What follows belongs to an exercise in optimizing a design on an open flow for small area; a production flow would make more cautious choices. Only simulation tests tie the RTL to the original design; equivalence was not proved. No activity file was given, so power comes from the tool's default toggle rates.

Setup of willow:
==> flow/design.v (excerpt) <==
module PEArray2 #(
    parameter W = 8,
    parameter N = 4
)(
    input logic clk, rst, stationaryCtrl,
    input logic [N-1:0][W-1:0] a_in,
    input logic [N-1:0][W-1:0] b_in,
    input logic [N-1:0][W-1:0] c_in,
    output logic [N-1:0][W-1:0] c_out
);
==> flow/config.mk <==
export PLATFORM = sky130hd
export DESIGN_NAME = PEArray2
export DESIGN_NICKNAME = PEArray2
export VERILOG_FILES = /design/flow/design.v
export SDC_FILE = /design/flow/constraint.sdc
export NUM_CORES = 4
export LEC_CHECK = 0
export CAP_MARGIN = 20
export CORE_MARGIN = 2
export CORE_UTILIZATION = 75
export SLEW_MARGIN = 20
export SYNTH_HIERARCHICAL = 1
export SYNTH_MINIMUM_KEEP_SIZE = 0
==> flow/constraint.sdc <==
create_clock -name core_clock -period 6.5 [get_ports {clk}]
set_input_delay 1.3000 -clock core_clock [delete_from_list [all_inputs] [get_ports {clk}]]
set_output_delay 1.3000 -clock core_clock [all_outputs]
set_load 0.01 [all_outputs]
standard.sh (not shown) runs the stock make flow with config.mk's settings and CLKGATE_MAP_FILE= SYNTH_SCRIPT=/design/flow/synth_recipe.tcl, a recipe that flattens the netlist after the stock synthesis.
==> flow/flow/run.sh <==
#!/bin/bash
# Standard ORFS layout; ports are buffered with the smallest buffer and the
# clock tree uses small clock buffers without dummy loads.
set -euo pipefail
export BUFFER_PORTS_ARGS="-buffer_cell sky130_fd_sc_hd__buf_1"
export CTS_ARGS="-sink_clustering_enable -repair_clock_nets -dont_use_dummy_load -sink_clustering_size 14 -sink_clustering_max_diameter 60 -buf_list {sky130_fd_sc_hd__clkbuf_4 sky130_fd_sc_hd__clkbuf_8}"
bash standard.sh > standard.log 2>&1
willow reached the final stage; the timing, design-rule and antenna checks on its layout passed.
Edits applied to the flow inputs when going from willow to fjord:
- CORE_UTILIZATION changed from 75 to 65
==> flow/flow/run.sh <==
#!/bin/bash
# Standard ORFS layout; ports are buffered with the smallest buffer and the
# clock tree uses small clock buffers without dummy loads.
set -euo pipefail
export BUFFER_PORTS_ARGS="-buffer_cell sky130_fd_sc_hd__buf_1"
export CTS_ARGS="-sink_clustering_enable -repair_clock_nets -dont_use_dummy_load -sink_clustering_size 16 -sink_clustering_max_diameter 80 -buf_list {sky130_fd_sc_hd__clkbuf_4 sky130_fd_sc_hd__clkbuf_8}"
export RECOVER_POWER=100
bash standard.sh > standard.log 2>&1
==> comparison <==
The critical path depth of fjord and that of willow are within noise of each other. [fjord] flow finished | final checks: failed | reasons: capacitance limit, slew limit. Run comparison: willow highest metal layer with signal wires met4; fjord highest metal layer with signal wires met5. Footprint of the flip-flops and latches: fjord vs willow — no meaningful difference. The least setup slack across all paths after layout of fjord was superior to that of willow.
Inputs modified between fjord and umber:
- GPL_TIMING_DRIVEN newly set to 0
diff --git a/flow/flow/run.sh b/flow/flow/run.sh
--- a/flow/flow/run.sh
+++ b/flow/flow/run.sh
@@ -6,3 +6,2 @@
 export CTS_ARGS="-sink_clustering_enable -repair_clock_nets -dont_use_dummy_load -sink_clustering_size 16 -sink_clustering_max_diameter 80 -buf_list {sky130_fd_sc_hd__clkbuf_4 sky130_fd_sc_hd__clkbuf_8}"
-export RECOVER_POWER=100
 bash standard.sh > standard.log 2>&1
--- outcome ---
- The flow did not stop early for umber: all stages ran, and the layout cleared the timing, design-rule and antenna checks.
- Between fjord and umber, count of placed standard cells including taps increased.
- Against fjord, hold slack in umber came out better.
- Setup slack in umber is smaller than in fjord.
- umber reports its worst setup path endpoint as r1[7] while fjord reports r1[31].
- Final core area utilization delta (umber -> fjord): insignificant
- Between fjord and umber, the routed length on met1 is higher for umber.
- Between fjord and umber, clock network fraction of total power decreased.
- Measured slew at the worst slew-check pin: higher on fjord
- In terms of fraction of area in registers, umber and fjord differ only marginally.
- Going from fjord to umber, internal power of the cells went up about 1.8%, via count went up 340.

==> separate check: timing with driven ports <==
How much do the figures lean on ideal ports? The routed layouts below were timed once more, with nothing changed but the port constraints.
Step 1 assumes that a clkbuf_16 drives the clock port and a buf_2 every other input.
Step 2 moves the port delays by t, midway between the first and last clock arrival at a register: inputs arrive t later, outputs are due t later. That takes back most of the time a late clock gives input paths.
a / b / c = no drivers / after step 1 / after step 2; a / b = the first two.
run | t, ns | setup WS [ns] | slew at the worst register clock pin (ns) | worst slew at a driven data input, ns | cell pins on the clock port's net
willow | 0.605 | 0.327 / 0.352 / -0.253 | 0.11 / 0.11 | 0.04 | 1
fjord | 0.591 | 0.439 / 0.464 / -0.126 | 0.10 / 0.10 | 0.05 | 1
umber | 0.587 | 0.106 / 0.134 / -0.453 | 0.11 / 0.11 | 0.04 | 1
The setup slack of willow, which loses most, moves by +0.025 ns with the drivers and by -0.580 ns with both steps.
